From an optimization exercise on the open Yosys and OpenROAD flow, aimed at small area; shortcuts taken in it are not production practice.
The RTL was checked by simulation tests, not by an equivalence proof against the original design.

[flow/design.v]
module clz24(x, n);
  input [23:0] x;
  output reg [4:0] n;
  integer i;
  always @(*) begin
    n = 5'd0;
    for (i = 0; i < 24; i = i + 1)
      if (x[i]) n = 5'd23 - i;
  end
endmodule
module add7n(a, b, s);
  input [6:0] a, b;
  output [6:0] s;
  assign s = ~(a + b + 7'd1);
endmodule
module qsel4(y, d, q);
  input [6:0] y;
  input [2:0] d;
  output [2:0] q;
  wire signed [6:0] ys = y;
  reg ge2, gem1;
  always @(*) begin
    case (d)
      3'd0: begin ge2 = ys >= 7'sd12; gem1 = ys >= -7'sd13; end
      3'd1: begin ge2 = ys >= 7'sd14; gem1 = ys >= -7'sd15; end
      3'd2: begin ge2 = ys >= 7'sd15; gem1 = ys >= -7'sd16; end
      3'd3: begin ge2 = ys >= 7'sd16; gem1 = ys >= -7'sd17; end
      3'd4, 3'd5: begin ge2 = ys >= 7'sd19; gem1 = ys >= -7'sd20; end
      default: begin ge2 = ys >= 7'sd22; gem1 = ys >= -7'sd23; end
    endcase
  end
  wire ge1 = d[2] ? (ys >= 7'sd6) : (ys >= 7'sd4);
  wire ge0 = d[2] ? (ys >= -7'sd7) : (ys >= -7'sd5);
  assign q[2] = ge1;
  assign q[1] = ge2 | ~gem1;
  assign q[0] = (ge1 & ~ge2) | (gem1 & ~ge0);
endmodule
module qself(na, nb, d, q);
  input [6:0] na, nb;
  input [2:0] d;
  output [2:0] q;
  reg [6:0] c2, cm1;
  always @(*) begin
    case (d)
      3'd0: begin c2 = -7'sd12; cm1 = 7'sd13; end
      3'd1: begin c2 = -7'sd14; cm1 = 7'sd15; end
      3'd2: begin c2 = -7'sd15; cm1 = 7'sd16; end
      3'd3: begin c2 = -7'sd16; cm1 = 7'sd17; end
      3'd4, 3'd5: begin c2 = -7'sd19; cm1 = 7'sd20; end
      default: begin c2 = -7'sd22; cm1 = 7'sd23; end
    endcase
  end
  wire [6:0] c1 = d[2] ? -7'sd6 : -7'sd4;
  wire [6:0] c0 = d[2] ? 7'sd7 : 7'sd5;
  wire ge2, ge1, ge0, gem1;
  sgn3 u2 (.a(~na), .b(~nb), .c(c2), .ge(ge2));
  sgn3 u1 (.a(~na), .b(~nb), .c(c1), .ge(ge1));
  sgn3 u0 (.a(~na), .b(~nb), .c(c0), .ge(ge0));
  sgn3 um (.a(~na), .b(~nb), .c(cm1), .ge(gem1));
  assign q[2] = ge1;
  assign q[1] = ge2 | ~gem1;
  assign q[0] = (ge1 & ~ge2) | (gem1 & ~ge0);
endmodule
module sgn3(a, b, c, ge);
  input [6:0] a, b, c;
  output ge;
  wire [6:0] s = a ^ b ^ c;
  wire [6:0] k = (a & b) | (a & c) | (b & c);
  wire [6:0] t = {k[5:0], 1'b0};
  wire [5:0] g = s[5:0] & t[5:0], p = s[5:0] | t[5:0];
  wire c6 = g[5] | (p[5] & g[4]) | (p[5] & p[4] & g[3]) | (p[5] & p[4] & p[3] & g[2]) | (p[5] & p[4] & p[3] & p[2] & g[1]);
  assign ge = ~(s[6] ^ t[6] ^ c6);
endmodule
module div(clk, div_a, div_b, div_z);
  input clk;
  input [31:0] div_a;
  input [31:0] div_b;
  output [31:0] div_z;
  wire [0:0] sign_1 = div_a[31] ^ div_b[31];
  wire a_e0 = div_a[30:23] == 8'd0, a_e1 = div_a[30:23] == 8'hff, a_f0 = div_a[22:0] == 23'd0;
  wire b_e0 = div_b[30:23] == 8'd0, b_e1 = div_b[30:23] == 8'hff, b_f0 = div_b[22:0] == 23'd0;
  wire a_nan = a_e1 & ~a_f0, a_inf = a_e1 & a_f0, a_zero = a_e0 & a_f0;
  wire b_nan = b_e1 & ~b_f0, b_inf = b_e1 & b_f0, b_zero = b_e0 & b_f0;
  wire nan_o = a_nan | b_nan | (a_inf & b_inf) | (a_zero & b_zero);
  wire inf_o = ~nan_o & ~b_inf & (a_inf | b_zero);
  wire zero_o = ~nan_o & ~inf_o & (b_inf | a_zero);
  wire [1:0] code = {inf_o | zero_o, nan_o | zero_o};
  wire [4:0] clz_a, clz_b;
  clz24 u_clz_a (.x({~a_e0, div_a[22:0]}), .n(clz_a));
  clz24 u_clz_b (.x({~b_e0, div_b[22:0]}), .n(clz_b));
  wire [23:0] xa = {~a_e0, div_a[22:0]} << clz_a;
  wire [23:0] xb = {~b_e0, div_b[22:0]} << clz_b;
  wire [22:0] x_2 = xa[22:0];
  wire [22:0] d_3 = ~xb[22:0];
  wire [9:0] ediff = ({2'b00, div_a[30:24], div_a[23] | a_e0} - {5'd0, clz_a}) - ({2'b00, div_b[30:24], div_b[23] | b_e0} - {5'd0, clz_b});
  wire [9:0] e_4 = (code == 2'b00) ? ediff : {8'b01111100, code};
  reg [0:0] s1_sign;
  always @(posedge clk) s1_sign <= sign_1;
  reg [22:0] s1_x;
  always @(posedge clk) s1_x <= x_2;
  reg [22:0] s1_d;
  always @(posedge clk) s1_d <= d_3;
  reg [9:0] s1_e;
  always @(posedge clk) s1_e <= e_4;
  wire [6:0] y_5 = {4'b0001, s1_x[22:20]};
  wire [2:0] qsel_6;   
  qsel4 u_qsel_6 (.y(y_5), .d(~s1_d[22:20]), .q(qsel_6));
  wire pos_7 = qsel_6[2];
  wire [26:0] dn_8 = {4'b0001, ~s1_d};
  wire [26:0] mag_9 = ({27{qsel_6[1]}} & {dn_8[25:0], 1'b0}) | ({27{qsel_6[0]}} & dn_8);
  wire [26:0] A_10 = mag_9 ^ {27{pos_7}};
  wire [26:0] ps_11 = {4'b0001, s1_x};
  wire [26:0] ws_12 = ~(ps_11 ^ A_10);
  wire [26:0] wc_13 = ~{ps_11[25:0] & A_10[25:0], pos_7};
  wire [0:0] qd_14 = qsel_6[1];
  wire [2:0] qsel_15;   
  qself u_qsel_15 (.na(ws_12[24:18]), .nb(wc_13[24:18]), .d(~s1_d[22:20]), .q(qsel_15));
  reg [0:0] s2_sign;
  always @(posedge clk) s2_sign <= s1_sign;
  reg [22:0] s2_d;
  always @(posedge clk) s2_d <= s1_d;
  reg [9:0] s2_e;
  always @(posedge clk) s2_e <= s1_e;
  reg [26:0] s2_ws;
  always @(posedge clk) s2_ws <= ws_12;
  reg [26:0] s2_wc;
  always @(posedge clk) s2_wc <= wc_13;
  reg [0:0] s2_qd;
  always @(posedge clk) s2_qd <= qd_14;
  reg [2:0] s2_qs;
  always @(posedge clk) s2_qs <= qsel_15;
  wire pos_16 = s2_qs[2];
  wire [26:0] dn_17 = {4'b0001, ~s2_d};
  wire [26:0] mag_18 = ({27{s2_qs[1]}} & {dn_17[25:0], 1'b0}) | ({27{s2_qs[0]}} & dn_17);
  wire [26:0] A_19 = mag_18 ^ {27{pos_16}};
  wire [26:0] ps_20 = ~{s2_ws[24:0], 2'b11};
  wire [26:0] pc_21 = ~{s2_wc[24:0], 2'b11};
  wire [26:0] ws_22 = ~(ps_20 ^ pc_21 ^ A_19);
  wire [26:0] mj_23 = (ps_20 & pc_21) | (ps_20 & A_19) | (pc_21 & A_19);
  wire [26:0] wc_24 = ~{mj_23[25:0], pos_16};
  wire [3:0] qd_25 = {s2_qd, {~s2_qs[2], s2_qs[1], s2_qs[0]}};
  wire [2:0] qsel_26;   
  qself u_qsel_26 (.na(ws_22[24:18]), .nb(wc_24[24:18]), .d(~s2_d[22:20]), .q(qsel_26));
  wire pos_27 = qsel_26[2];
  wire [26:0] dn_28 = {4'b0001, ~s2_d};
  wire [26:0] mag_29 = ({27{qsel_26[1]}} & {dn_28[25:0], 1'b0}) | ({27{qsel_26[0]}} & dn_28);
  wire [26:0] A_30 = mag_29 ^ {27{pos_27}};
  wire [26:0] ps_31 = ~{ws_22[24:0], 2'b11};
  wire [26:0] pc_32 = ~{wc_24[24:0], 2'b11};
  wire [26:0] ws_33 = ~(ps_31 ^ pc_32 ^ A_30);
  wire [26:0] mj_34 = (ps_31 & pc_32) | (ps_31 & A_30) | (pc_32 & A_30);
  wire [26:0] wc_35 = ~{mj_34[25:0], pos_27};
  wire [6:0] qd_36 = {qd_25, {~qsel_26[2], qsel_26[1], qsel_26[0]}};
  wire [2:0] qsel_37;   
  qself u_qsel_37 (.na(ws_33[24:18]), .nb(wc_35[24:18]), .d(~s2_d[22:20]), .q(qsel_37));
  reg [0:0] s3_sign;
  always @(posedge clk) s3_sign <= s2_sign;
  reg [22:0] s3_d;
  always @(posedge clk) s3_d <= s2_d;
  reg [9:0] s3_e;
  always @(posedge clk) s3_e <= s2_e;
  reg [26:0] s3_ws;
  always @(posedge clk) s3_ws <= ws_33;
  reg [26:0] s3_wc;
  always @(posedge clk) s3_wc <= wc_35;
  reg [6:0] s3_qd;
  always @(posedge clk) s3_qd <= qd_36;
  reg [2:0] s3_qs;
  always @(posedge clk) s3_qs <= qsel_37;
  wire pos_38 = s3_qs[2];
  wire [26:0] dn_39 = {4'b0001, ~s3_d};
  wire [26:0] mag_40 = ({27{s3_qs[1]}} & {dn_39[25:0], 1'b0}) | ({27{s3_qs[0]}} & dn_39);
  wire [26:0] A_41 = mag_40 ^ {27{pos_38}};
  wire [26:0] ps_42 = ~{s3_ws[24:0], 2'b11};
  wire [26:0] pc_43 = ~{s3_wc[24:0], 2'b11};
  wire [26:0] ws_44 = ~(ps_42 ^ pc_43 ^ A_41);
  wire [26:0] mj_45 = (ps_42 & pc_43) | (ps_42 & A_41) | (pc_43 & A_41);
  wire [26:0] wc_46 = ~{mj_45[25:0], pos_38};
  wire [9:0] qd_47 = {s3_qd, {~s3_qs[2], s3_qs[1], s3_qs[0]}};
  wire [2:0] qsel_48;   
  qself u_qsel_48 (.na(ws_44[24:18]), .nb(wc_46[24:18]), .d(~s3_d[22:20]), .q(qsel_48));
  wire pos_49 = qsel_48[2];
  wire [26:0] dn_50 = {4'b0001, ~s3_d};
  wire [26:0] mag_51 = ({27{qsel_48[1]}} & {dn_50[25:0], 1'b0}) | ({27{qsel_48[0]}} & dn_50);
  wire [26:0] A_52 = mag_51 ^ {27{pos_49}};
  wire [26:0] ps_53 = ~{ws_44[24:0], 2'b11};
  wire [26:0] pc_54 = ~{wc_46[24:0], 2'b11};
  wire [26:0] ws_55 = ~(ps_53 ^ pc_54 ^ A_52);
  wire [26:0] mj_56 = (ps_53 & pc_54) | (ps_53 & A_52) | (pc_54 & A_52);
  wire [26:0] wc_57 = ~{mj_56[25:0], pos_49};
  wire [12:0] qd_58 = {qd_47, {~qsel_48[2], qsel_48[1], qsel_48[0]}};
  wire [2:0] qsel_59;   
  qself u_qsel_59 (.na(ws_55[24:18]), .nb(wc_57[24:18]), .d(~s3_d[22:20]), .q(qsel_59));
  reg [0:0] s4_sign;
  always @(posedge clk) s4_sign <= s3_sign;
  reg [22:0] s4_d;
  always @(posedge clk) s4_d <= s3_d;
  reg [9:0] s4_e;
  always @(posedge clk) s4_e <= s3_e;
  reg [26:0] s4_ws;
  always @(posedge clk) s4_ws <= ws_55;
  reg [26:0] s4_wc;
  always @(posedge clk) s4_wc <= wc_57;
  reg [12:0] s4_qd;
  always @(posedge clk) s4_qd <= qd_58;
  reg [2:0] s4_qs;
  always @(posedge clk) s4_qs <= qsel_59;
  wire pos_60 = s4_qs[2];
  wire [26:0] dn_61 = {4'b0001, ~s4_d};
  wire [26:0] mag_62 = ({27{s4_qs[1]}} & {dn_61[25:0], 1'b0}) | ({27{s4_qs[0]}} & dn_61);
  wire [26:0] A_63 = mag_62 ^ {27{pos_60}};
  wire [26:0] ps_64 = ~{s4_ws[24:0], 2'b11};
  wire [26:0] pc_65 = ~{s4_wc[24:0], 2'b11};
  wire [26:0] ws_66 = ~(ps_64 ^ pc_65 ^ A_63);
  wire [26:0] mj_67 = (ps_64 & pc_65) | (ps_64 & A_63) | (pc_65 & A_63);
  wire [26:0] wc_68 = ~{mj_67[25:0], pos_60};
  wire [15:0] qd_69 = {s4_qd, {~s4_qs[2], s4_qs[1], s4_qs[0]}};
  wire [2:0] qsel_70;   
  qself u_qsel_70 (.na(ws_66[24:18]), .nb(wc_68[24:18]), .d(~s4_d[22:20]), .q(qsel_70));
  wire pos_71 = qsel_70[2];
  wire [26:0] dn_72 = {4'b0001, ~s4_d};
  wire [26:0] mag_73 = ({27{qsel_70[1]}} & {dn_72[25:0], 1'b0}) | ({27{qsel_70[0]}} & dn_72);
  wire [26:0] A_74 = mag_73 ^ {27{pos_71}};
  wire [26:0] ps_75 = ~{ws_66[24:0], 2'b11};
  wire [26:0] pc_76 = ~{wc_68[24:0], 2'b11};
  wire [26:0] ws_77 = ~(ps_75 ^ pc_76 ^ A_74);
  wire [26:0] mj_78 = (ps_75 & pc_76) | (ps_75 & A_74) | (pc_76 & A_74);
  wire [26:0] wc_79 = ~{mj_78[25:0], pos_71};
  wire [18:0] qd_80 = {qd_69, {~qsel_70[2], qsel_70[1], qsel_70[0]}};
  wire [2:0] qsel_81;   
  qself u_qsel_81 (.na(ws_77[24:18]), .nb(wc_79[24:18]), .d(~s4_d[22:20]), .q(qsel_81));
  reg [0:0] s5_sign;
  always @(posedge clk) s5_sign <= s4_sign;
  reg [22:0] s5_d;
  always @(posedge clk) s5_d <= s4_d;
  reg [9:0] s5_e;
  always @(posedge clk) s5_e <= s4_e;
  reg [26:0] s5_ws;
  always @(posedge clk) s5_ws <= ws_77;
  reg [26:0] s5_wc;
  always @(posedge clk) s5_wc <= wc_79;
  reg [18:0] s5_qd;
  always @(posedge clk) s5_qd <= qd_80;
  reg [2:0] s5_qs;
  always @(posedge clk) s5_qs <= qsel_81;
  wire pos_82 = s5_qs[2];
  wire [26:0] dn_83 = {4'b0001, ~s5_d};
  wire [26:0] mag_84 = ({27{s5_qs[1]}} & {dn_83[25:0], 1'b0}) | ({27{s5_qs[0]}} & dn_83);
  wire [26:0] A_85 = mag_84 ^ {27{pos_82}};
  wire [26:0] ps_86 = ~{s5_ws[24:0], 2'b11};
  wire [26:0] pc_87 = ~{s5_wc[24:0], 2'b11};
  wire [26:0] ws_88 = ~(ps_86 ^ pc_87 ^ A_85);
  wire [26:0] mj_89 = (ps_86 & pc_87) | (ps_86 & A_85) | (pc_87 & A_85);
  wire [26:0] wc_90 = ~{mj_89[25:0], pos_82};
  wire [21:0] qd_91 = {s5_qd, {~s5_qs[2], s5_qs[1], s5_qs[0]}};
  wire [2:0] qsel_92;   
  qself u_qsel_92 (.na(ws_88[24:18]), .nb(wc_90[24:18]), .d(~s5_d[22:20]), .q(qsel_92));
  wire pos_93 = qsel_92[2];
  wire [26:0] dn_94 = {4'b0001, ~s5_d};
  wire [26:0] mag_95 = ({27{qsel_92[1]}} & {dn_94[25:0], 1'b0}) | ({27{qsel_92[0]}} & dn_94);
  wire [26:0] A_96 = mag_95 ^ {27{pos_93}};
  wire [26:0] ps_97 = ~{ws_88[24:0], 2'b11};
  wire [26:0] pc_98 = ~{wc_90[24:0], 2'b11};
  wire [26:0] ws_99 = ~(ps_97 ^ pc_98 ^ A_96);
  wire [26:0] mj_100 = (ps_97 & pc_98) | (ps_97 & A_96) | (pc_98 & A_96);
  wire [26:0] wc_101 = ~{mj_100[25:0], pos_93};
  wire [24:0] qd_102 = {qd_91, {~qsel_92[2], qsel_92[1], qsel_92[0]}};
  wire [2:0] qsel_103;   
  qself u_qsel_103 (.na(ws_99[24:18]), .nb(wc_101[24:18]), .d(~s5_d[22:20]), .q(qsel_103));
  reg [0:0] s6_sign;
  always @(posedge clk) s6_sign <= s5_sign;
  reg [22:0] s6_d;
  always @(posedge clk) s6_d <= s5_d;
  reg [9:0] s6_e;
  always @(posedge clk) s6_e <= s5_e;
  reg [26:0] s6_ws;
  always @(posedge clk) s6_ws <= ws_99;
  reg [26:0] s6_wc;
  always @(posedge clk) s6_wc <= wc_101;
  reg [24:0] s6_qd;
  always @(posedge clk) s6_qd <= qd_102;
  reg [2:0] s6_qs;
  always @(posedge clk) s6_qs <= qsel_103;
  wire pos_104 = s6_qs[2];
  wire [26:0] dn_105 = {4'b0001, ~s6_d};
  wire [26:0] mag_106 = ({27{s6_qs[1]}} & {dn_105[25:0], 1'b0}) | ({27{s6_qs[0]}} & dn_105);
  wire [26:0] A_107 = mag_106 ^ {27{pos_104}};
  wire [26:0] ps_108 = ~{s6_ws[24:0], 2'b11};
  wire [26:0] pc_109 = ~{s6_wc[24:0], 2'b11};
  wire [26:0] ws_110 = ~(ps_108 ^ pc_109 ^ A_107);
  wire [26:0] mj_111 = (ps_108 & pc_109) | (ps_108 & A_107) | (pc_109 & A_107);
  wire [26:0] wc_112 = ~{mj_111[25:0], pos_104};
  wire [27:0] qd_113 = {s6_qd, {~s6_qs[2], s6_qs[1], s6_qs[0]}};
  wire [2:0] qsel_114;   
  qself u_qsel_114 (.na(ws_110[24:18]), .nb(wc_112[24:18]), .d(~s6_d[22:20]), .q(qsel_114));
  wire pos_115 = qsel_114[2];
  wire [26:0] dn_116 = {4'b0001, ~s6_d};
  wire [26:0] mag_117 = ({27{qsel_114[1]}} & {dn_116[25:0], 1'b0}) | ({27{qsel_114[0]}} & dn_116);
  wire [26:0] A_118 = mag_117 ^ {27{pos_115}};
  wire [26:0] ps_119 = ~{ws_110[24:0], 2'b11};
  wire [26:0] pc_120 = ~{wc_112[24:0], 2'b11};
  wire [26:0] ws_121 = ~(ps_119 ^ pc_120 ^ A_118);
  wire [26:0] mj_122 = (ps_119 & pc_120) | (ps_119 & A_118) | (pc_120 & A_118);
  wire [26:0] wc_123 = ~{mj_122[25:0], pos_115};
  wire [30:0] qd_124 = {qd_113, {~qsel_114[2], qsel_114[1], qsel_114[0]}};
  wire [2:0] qsel_125;   
  qself u_qsel_125 (.na(ws_121[24:18]), .nb(wc_123[24:18]), .d(~s6_d[22:20]), .q(qsel_125));
  reg [0:0] s7_sign;
  always @(posedge clk) s7_sign <= s6_sign;
  reg [22:0] s7_d;
  always @(posedge clk) s7_d <= s6_d;
  reg [9:0] s7_e;
  always @(posedge clk) s7_e <= s6_e;
  reg [26:0] s7_ws;
  always @(posedge clk) s7_ws <= ws_121;
  reg [26:0] s7_wc;
  always @(posedge clk) s7_wc <= wc_123;
  reg [30:0] s7_qd;
  always @(posedge clk) s7_qd <= qd_124;
  reg [2:0] s7_qs;
  always @(posedge clk) s7_qs <= qsel_125;
  wire pos_126 = s7_qs[2];
  wire [26:0] dn_127 = {4'b0001, ~s7_d};
  wire [26:0] mag_128 = ({27{s7_qs[1]}} & {dn_127[25:0], 1'b0}) | ({27{s7_qs[0]}} & dn_127);
  wire [26:0] A_129 = mag_128 ^ {27{pos_126}};
  wire [26:0] ps_130 = ~{s7_ws[24:0], 2'b11};
  wire [26:0] pc_131 = ~{s7_wc[24:0], 2'b11};
  wire [26:0] ws_132 = ~(ps_130 ^ pc_131 ^ A_129);
  wire [26:0] mj_133 = (ps_130 & pc_131) | (ps_130 & A_129) | (pc_131 & A_129);
  wire [26:0] wc_134 = ~{mj_133[25:0], pos_126};
  wire [33:0] qd_135 = {s7_qd, {~s7_qs[2], s7_qs[1], s7_qs[0]}};
  wire [2:0] qsel_136;   
  qself u_qsel_136 (.na(ws_132[24:18]), .nb(wc_134[24:18]), .d(~s7_d[22:20]), .q(qsel_136));
  wire pos_137 = qsel_136[2];
  wire [26:0] dn_138 = {4'b0001, ~s7_d};
  wire [26:0] mag_139 = ({27{qsel_136[1]}} & {dn_138[25:0], 1'b0}) | ({27{qsel_136[0]}} & dn_138);
  wire [26:0] A_140 = mag_139 ^ {27{pos_137}};
  wire [26:0] ps_141 = ~{ws_132[24:0], 2'b11};
  wire [26:0] pc_142 = ~{wc_134[24:0], 2'b11};
  wire [26:0] ws_143 = ~(ps_141 ^ pc_142 ^ A_140);
  wire [26:0] mj_144 = (ps_141 & pc_142) | (ps_141 & A_140) | (pc_142 & A_140);
  wire [26:0] wc_145 = ~{mj_144[25:0], pos_137};
  wire [36:0] qd_146 = {qd_135, {~qsel_136[2], qsel_136[1], qsel_136[0]}};
  wire [2:0] qsel_147;   
  qself u_qsel_147 (.na(ws_143[24:18]), .nb(wc_145[24:18]), .d(~s7_d[22:20]), .q(qsel_147));
  reg [0:0] s8_sign;
  always @(posedge clk) s8_sign <= s7_sign;
  reg [22:0] s8_d;
  always @(posedge clk) s8_d <= s7_d;
  reg [9:0] s8_e;
  always @(posedge clk) s8_e <= s7_e;
  reg [26:0] s8_ws;
  always @(posedge clk) s8_ws <= ws_143;
  reg [26:0] s8_wc;
  always @(posedge clk) s8_wc <= wc_145;
  reg [36:0] s8_qd;
  always @(posedge clk) s8_qd <= qd_146;
  reg [2:0] s8_qs;
  always @(posedge clk) s8_qs <= qsel_147;
  wire pos_148 = s8_qs[2];
  wire [26:0] dn_149 = {4'b0001, ~s8_d};
  wire [26:0] mag_150 = ({27{s8_qs[1]}} & {dn_149[25:0], 1'b0}) | ({27{s8_qs[0]}} & dn_149);
  wire [26:0] A_151 = mag_150 ^ {27{pos_148}};
  wire [26:0] ps_152 = ~{s8_ws[24:0], 2'b11};
  wire [26:0] pc_153 = ~{s8_wc[24:0], 2'b11};
  wire [26:0] ws_154 = ~(ps_152 ^ pc_153 ^ A_151);
  wire [26:0] mj_155 = (ps_152 & pc_153) | (ps_152 & A_151) | (pc_153 & A_151);
  wire [26:0] wc_156 = ~{mj_155[25:0], pos_148};
  wire [39:0] qd_157 = {s8_qd, {~s8_qs[2], s8_qs[1], s8_qs[0]}};
  wire [26:0] ra_158 = ~ws_154;
  wire [26:0] rb_159 = ~wc_156;
  wire [26:0] rem_160 = ra_158 + rb_159;
  wire [0:0] nz_161 = (ra_158 ^ rb_159) != {ra_158[25:0] | rb_159[25:0], 1'b0};
  wire [27:0] qp_162 = {qd_157[39], ~qd_157[39], qd_157[37:36] & {2{~qd_157[38]}}, qd_157[34:33] & {2{~qd_157[35]}}, qd_157[31:30] & {2{~qd_157[32]}}, qd_157[28:27] & {2{~qd_157[29]}}, qd_157[25:24] & {2{~qd_157[26]}}, qd_157[22:21] & {2{~qd_157[23]}}, qd_157[19:18] & {2{~qd_157[20]}}, qd_157[16:15] & {2{~qd_157[17]}}, qd_157[13:12] & {2{~qd_157[14]}}, qd_157[10:9] & {2{~qd_157[11]}}, qd_157[7:6] & {2{~qd_157[8]}}, qd_157[4:3] & {2{~qd_157[5]}}, qd_157[1:0] & {2{~qd_157[2]}}};
  wire [27:0] qn_163 = {2'b00, qd_157[37:36] & {2{qd_157[38]}}, qd_157[34:33] & {2{qd_157[35]}}, qd_157[31:30] & {2{qd_157[32]}}, qd_157[28:27] & {2{qd_157[29]}}, qd_157[25:24] & {2{qd_157[26]}}, qd_157[22:21] & {2{qd_157[23]}}, qd_157[19:18] & {2{qd_157[20]}}, qd_157[16:15] & {2{qd_157[17]}}, qd_157[13:12] & {2{qd_157[14]}}, qd_157[10:9] & {2{qd_157[11]}}, qd_157[7:6] & {2{qd_157[8]}}, qd_157[4:3] & {2{qd_157[5]}}, qd_157[1:0] & {2{qd_157[2]}}};
  wire [26:0] q_164 = qp_162[26:0] - qn_163[26:0];
  wire [0:0] qneg_165 = rem_160[26];
  reg [0:0] s9_sign;
  always @(posedge clk) s9_sign <= s8_sign;
  reg [9:0] s9_e;
  always @(posedge clk) s9_e <= s8_e;
  reg [0:0] s9_nz;
  always @(posedge clk) s9_nz <= nz_161;
  reg [26:0] s9_q;
  always @(posedge clk) s9_q <= q_164;
  reg [0:0] s9_qneg;
  always @(posedge clk) s9_qneg <= qneg_165;
  wire [26:0] qc_166 = s9_q - {26'd0, s9_qneg};
  wire under = $signed(s9_e) < -10'sd126;
  wire [9:0] sh = -10'sd126 - s9_e;
  wire [4:0] sha = (sh[9:5] != 5'd0) ? 5'd31 : sh[4:0];
  wire norm = ~under & ~qc_166[26] & (s9_e != -10'sd126);
  wire [26:0] q2 = under ? (qc_166 >> sha) : norm ? {qc_166[25:0], 1'b0} : qc_166;
  wire [9:0] e1 = under ? -10'sd126 : norm ? s9_e - 10'd1 : s9_e;
  wire up = q2[2] & (q2[1] | q2[0] | s9_nz | q2[3]);
  wire [24:0] mr = {1'b0, q2[26:3]} + {24'd0, up};
  wire [9:0] field = mr[24] ? e1 + 10'd128 : mr[23] ? e1 + 10'd127 : 10'd0;
  wire ovf = ~field[9] & (field[8] | (&field[7:0]));
  wire [1:0] code_167 = (s9_e[9:4] == 6'b011111) ? s9_e[1:0] : 2'b00;
  wire [31:0] z_168 = (code_167 == 2'b01) ? {s9_sign, 31'h7fc00000} : ((code_167 == 2'b10) | ((code_167 == 2'b00) & ovf)) ? {s9_sign, 31'h7f800000} : (code_167 == 2'b11) ? {s9_sign, 31'd0} : {s9_sign, field[7:0], mr[22:0]};
  reg [31:0] s10_z;
  always @(posedge clk) s10_z <= z_168;
  reg [31:0] zd1;
  always @(posedge clk) zd1 <= s10_z;
  reg [31:0] zd2;
  always @(posedge clk) zd2 <= zd1;
  reg [31:0] zd3;
  always @(posedge clk) zd3 <= zd2;
  reg [31:0] zd4;
  always @(posedge clk) zd4 <= zd3;
  reg [31:0] zd5;
  always @(posedge clk) zd5 <= zd4;
  reg [31:0] zd6;
  always @(posedge clk) zd6 <= zd5;
  reg [31:0] zd7;
  always @(posedge clk) zd7 <= zd6;
  reg [31:0] zd8;
  always @(posedge clk) zd8 <= zd7;
  reg [31:0] zd9;
  always @(posedge clk) zd9 <= zd8;
  reg [31:0] zd10;
  always @(posedge clk) zd10 <= zd9;
  reg [31:0] zd11;
  always @(posedge clk) zd11 <= zd10;
  reg [31:0] zd12;
  always @(posedge clk) zd12 <= zd11;
  reg [31:0] zd13;
  always @(posedge clk) zd13 <= zd12;
  reg [31:0] zd14;
  always @(posedge clk) zd14 <= zd13;
  reg [31:0] zd15;
  always @(posedge clk) zd15 <= zd14;
  reg [31:0] zd16;
  always @(posedge clk) zd16 <= zd15;
  reg [31:0] zd17;
  always @(posedge clk) zd17 <= zd16;
  reg [31:0] zd18;
  always @(posedge clk) zd18 <= zd17;
  reg [31:0] zd19;
  always @(posedge clk) zd19 <= zd18;
  reg [31:0] zd20;
  always @(posedge clk) zd20 <= zd19;
  reg [31:0] zd21;
  always @(posedge clk) zd21 <= zd20;
  reg [31:0] zd22;
  always @(posedge clk) zd22 <= zd21;
  reg [31:0] zd23;
  always @(posedge clk) zd23 <= zd22;
  reg [31:0] zd24;
  always @(posedge clk) zd24 <= zd23;
  reg [31:0] zd25;
  always @(posedge clk) zd25 <= zd24;
  reg [31:0] zd26;
  always @(posedge clk) zd26 <= zd25;
  assign div_z = zd26;
endmodule
[flow/run.sh]
#!/bin/bash
# synth_recipe.tcl (not shown) runs the flow's synth.tcl, then flattens the netlist and writes it again
# the make line also repeats each setting of config.mk as NAME=value (left out here)
make -C /OpenROAD-flow-scripts/flow DESIGN_CONFIG=/design/flow/config.mk WORK_HOME=/design/flow/orfs CLKGATE_MAP_FILE= SYNTH_SCRIPT=/design/flow/synth_recipe.tcl finish
[flow/config.mk]
export PLATFORM = sky130hd
export DESIGN_NAME = div
export DESIGN_NICKNAME = div
export VERILOG_FILES = /design/flow/design.v
export SDC_FILE = /design/flow/constraint.sdc
export NUM_CORES = 4
export LEC_CHECK = 0
export ABC_AREA = 1
export CAP_MARGIN = 20
export CORE_MARGIN = 2
export CORE_UTILIZATION = 40
export CTS_BUF_LIST = sky130_fd_sc_hd__clkbuf_8
export CTS_CLUSTER_DIAMETER = 80
export CTS_CLUSTER_SIZE = 18
export SLEW_MARGIN = 20
[flow/constraint.sdc]
create_clock -name core_clock -period 6.5 [get_ports {clk}]
set_input_delay 1.3000 -clock core_clock [delete_from_list [all_inputs] [get_ports {clk}]]
set_output_delay 1.3000 -clock core_clock [all_outputs]
set_load 0.01 [all_outputs]
==> notes.md <==
The number of enable-type register cells in the synthesized netlist came out at 0. Ranked by flip-flop count, first place goes to s8_qd. Of the available clock period, the critical path in the final layout requires 92.7%. On the final layout, the worst hold slack is 296 ps. The count of placed standard cells including taps came out at 8,450. The total congestion overflow after global routing came out at 0.

Measured against its own limit, the worst slew margin works out to 39.9%. The shortest period the worst path allows came out at 6020 ps. Using the TritonRoute via totals, the vias-per-cell ratio works out to 4.68. The via count came out at 40,230.

The area share of the largest cell type after synthesis came out at 51.7%. The arrival time reported for the critical path endpoint came out at 6770 ps. The global-route wire length before repair is 215 mm. The clock insertion delay at the later pin of the skew report came out at 870 ps. The count of cells along the worst hold path is 0. The count of nets left with antenna violations once routing finished came out at 0. The net count of the mapped netlist is 6,937.

The critical path starts at s5_qs[1]$_DFF_P_. The most common flop cell mapped by yosys is sky130_fd_sc_hd__dfxtp_1.

The count of endpoints failing setup in the final report is 0. The post-route netlist has 5.48% of its cells at a drive strength greater than 1. The non-filler instance count after layout came out at 8,597. In this run, distinct cell masters in the synthesized netlist total 68. The worst setup path is launched from a flip-flop. The number of clock sinks seen by CTS came out at 1,660. After detailed routing, the average wire length per cell comes to 15.5 µm. The final-layout setup total negative slack came out at 0 ps.

In this run the most critical hold path is launched from zd15[5]$_DFF_P_. The initial antenna violation count is 1. After synthesis, the most frequently instantiated cells are sky130_fd_sc_hd__dfxtp_1, sky130_fd_sc_hd__inv_1, sky130_fd_sc_hd__nand2_1. The sequential fraction of the synthesis area came out at 51.7%. The worst hold path endpoint is zd16[5]$_DFF_P_. Detailed placement finished with a half-perimeter wire length of 105 mm. The worst path buffer plus inverter count is 4.

The net count of the finished layout is 7,091. The mapped netlist covers 0.0643 mm². The area overhead of the layout relative to synthesis is 9.02%. The largest total area in the synthesized netlist belongs to sky130_fd_sc_hd__dfxtp_1. In this run the deepest clock path goes through 3 buffers.

The initial core utilization came out at 40.2%. The register with the most flip-flops in the layout has 37 of them. Global routing used 22.3% of the available met1 tracks.

The via count of the first global-routing pass came out at 39,853. Setup repair after global routing could not meet its margin everywhere. The die is 405 µm wide.

The worst setup path is of the flip-flop to flip-flop kind. The number of hold buffers added after CTS was 0. In the global route stage, met2 resource usage came out at 27.2%.

After clock tree synthesis, the clock-pin slew on the worst setup and hold paths is 100 ps. For this run, global-route usage on met3 was measured as 2.20%. In the post-synthesis netlist, the biggest area contributors are sky130_fd_sc_hd__dfxtp_1, sky130_fd_sc_hd__fa_1, sky130_fd_sc_hd__xor2_1, sky130_fd_sc_hd__ha_1, sky130_fd_sc_hd__inv_1. The most used routing layer is met2. The final weighted congestion in routability-driven placement came out at 0.880. Clock tree synthesis inserted a total of 111 buffers. The capture instance of the worst register-to-register path is s6_qs[0]$_DFF_P_. The number of I/O pins came out at 97.

The average cell area after synthesis came out at 10.3 µm². The type of the tightest min-delay check is flip-flop to flip-flop. The maximum number of pins on one net before global-route repair is 44. The delay of the slowest critical-path stage is 570 ps. The cell count after synthesis is 6,253.

The final cell utilization of the core is 43.8%. The vertical die dimension is 405 µm. The max-slew violation total from the final report is 0. The slowest stage of the critical path belongs to the cell sky130_fd_sc_hd__fa_1.

Across every metal layer, demand over resource in global routing totals 16.3%. Along the worst path, the maximum fanout reaches 18. Counting cells, the worst reg-to-reg path comes to 27.

The number of design rule violations left after detail routing is 0. The max-cap violation count is 0. The worst clock skew on the final layout is 61.1 ps.

The most common cell type on the critical path is sky130_fd_sc_hd__fa_1. Based on the critical path, the design can be clocked at up to 0.166 GHz. The synthesis warning total is 4.

The area of the core is 0.160 mm². The total routed wirelength came out at 133 mm. The final hold violation count came out at 0. The maximum level of the CTS H-tree came out at 3. STA classifies the critical path endpoint as a flip-flop. The total number of placement rows is 147. The detailed-routing iteration count for the pre-antenna-repair pass is 8. The TritonCTS clock tree is built. The start of the worst register-to-register path is s5_qs[1]$_DFF_P_. The number of input and output port buffers inserted is 96. The number of register bits inferred by synthesis is 1,660.

The slew of the pin with the lowest slew margin is 899 ps. The setup slack on the worst flop-to-flop path came out at 480 ps.

Broken down by cell family, the worst path's largest delay share belongs to adder cells. The share of synthesized registers carrying an async set or reset is 0%. The data required time at the worst endpoint is 7250 ps. The most common cell in the synthesized netlist is sky130_fd_sc_hd__dfxtp_1.

The number of violations reported at the end of detailed-routing iteration 0 came out at 2,591. The cell at the root of the clock tree is sky130_fd_sc_hd__clkbuf_8.

The floorplan step defined a die boundary enclosing 0.164 mm². The run finished with no timing, DRC or antenna violations.
==> worst max path at each step <==
stage / depth (start not counted) / to / slack, ps
2_1_floorplan: 25 / s8_qs[1]$_DFF_P_ / 250
3_3_place_gp: 28 / s3_qs[0]$_DFF_P_ / 480
3_5_place_dp: 27 / s5_qs[0]$_DFF_P_ / 440
4_1_cts: 25 / s6_qs[0]$_DFF_P_ / 420
5_1_grt: 27 / s8_qs[0]$_DFF_P_ / -20
6_report: 27 / s6_qs[0]$_DFF_P_ / 480
==> placed cells by master (no fill, tap or decap), drive strengths merged, types with 109 or more instances in the layout <==
master and count:
buf 109, ha 242, clkbuf 112, nor2 362, o21ai 321, nand2 772
nand3 272, a21oi 139, xor2 437, fa 377, o22ai 333, dfxtp 1660
inv 816
==> cells by family after synthesis <==
| logic type | count (synthesis) | synth area share [%] |
|---|---|---|
| simple gates | 1528 | 10.1 |
| flops | 1660 | 51.7 |
| mux | 9 | 0.146 |
| other cells | 1 | 0.00583 |
| xor+xnor | 502 | 6.87 |
| compound gates | 964 | 8.96 |
| buf+inv | 969 | 5.78 |
| fa+ha+maj | 620 | 16.5 |
==> layer usage <==
layer / vias to the layer above / part of all wire (%)
li1: 20337 / -
met1: 18987 / 47
met2: 768 / 46
met3: 138 / 4.2
met4: 0 / 2.0
met5: - / 0
==> worst reg2reg max path, cell delays in order, from the launching register on <==
cell and delay (ps):
sky130_fd_sc_hd__dfxtp_1 340, sky130_fd_sc_hd__inv_1 160, sky130_fd_sc_hd__buf_4 250, sky130_fd_sc_hd__o22ai_1 120, sky130_fd_sc_hd__xor2_1 160, sky130_fd_sc_hd__fa_1 470, sky130_fd_sc_hd__fa_1 570, sky130_fd_sc_hd__a21oi_1 50
sky130_fd_sc_hd__a221oi_1 280, sky130_fd_sc_hd__nor2_1 70, sky130_fd_sc_hd__a2bb2oi_1 140, sky130_fd_sc_hd__or2_2 280, sky130_fd_sc_hd__mux2_2 260, sky130_fd_sc_hd__nand2_1 100, sky130_fd_sc_hd__inv_1 130, sky130_fd_sc_hd__o22ai_1 170
sky130_fd_sc_hd__xor2_1 220, sky130_fd_sc_hd__fa_1 460, sky130_fd_sc_hd__fa_1 510, sky130_fd_sc_hd__and2_1 150, sky130_fd_sc_hd__o21ai_0 80, sky130_fd_sc_hd__o21ai_0 80, sky130_fd_sc_hd__a21oi_1 80, sky130_fd_sc_hd__o22ai_1 110
sky130_fd_sc_hd__a21o_1 100, sky130_fd_sc_hd__inv_1 60, sky130_fd_sc_hd__or2_2 300, sky130_fd_sc_hd__a32o_1 220
==> metrics by stage <==
stage               cell area [µm²]  setup slack [ps]
global placement              68100               476
detailed placement            68100               437
floorplan                     64300               250
CTS                           70100               416
global route                  70100             -15.7
finish                        70100               477
==> area by class of cell <==
type,count,area (µm²)
Fill cell,15161,90100
Sequential cell,1660,33200
Multi-Input combinational cell,3624,27400
Inverter,805,3030
Tap cell,2160,2700
Timing Repair Buffer,205,1800
Clock buffer,112,1540
Clock inverter,30,433
Antenna cell,1,2.50
==> repair_timing <==
action,CTS,global route
endpoints found under the setup margin,0,7
setup buffers,0,3
gates resized for setup,0,9

re-timing with driven ports:
The results above use ideal ports. As a check the final layout listed here was re-extracted and re-timed, cells and wires unchanged.
Step 1 sets driving cells, clkbuf_16 on the clock port and buf_2 on the other inputs (assumed; they add their load-dependent delay and slew).
Step 2 also shifts input and output timing later by t, the mid clock arrival at the registers, as if the neighbouring blocks saw the same clock.
Slacks: no drivers / after step 1 / after step 2; pairs: no drivers / after step 1.
shift t [ns]: 0.915
slack for setup (ns): 0.477 / 0.477 / 0.477
worst register clock-pin slew, ns: 0.12 / 0.12
After both steps this run still meets setup and hold. For this run, drivers alone change the setup slack by 0.000 ns; drivers and shift together by 0.000 ns.
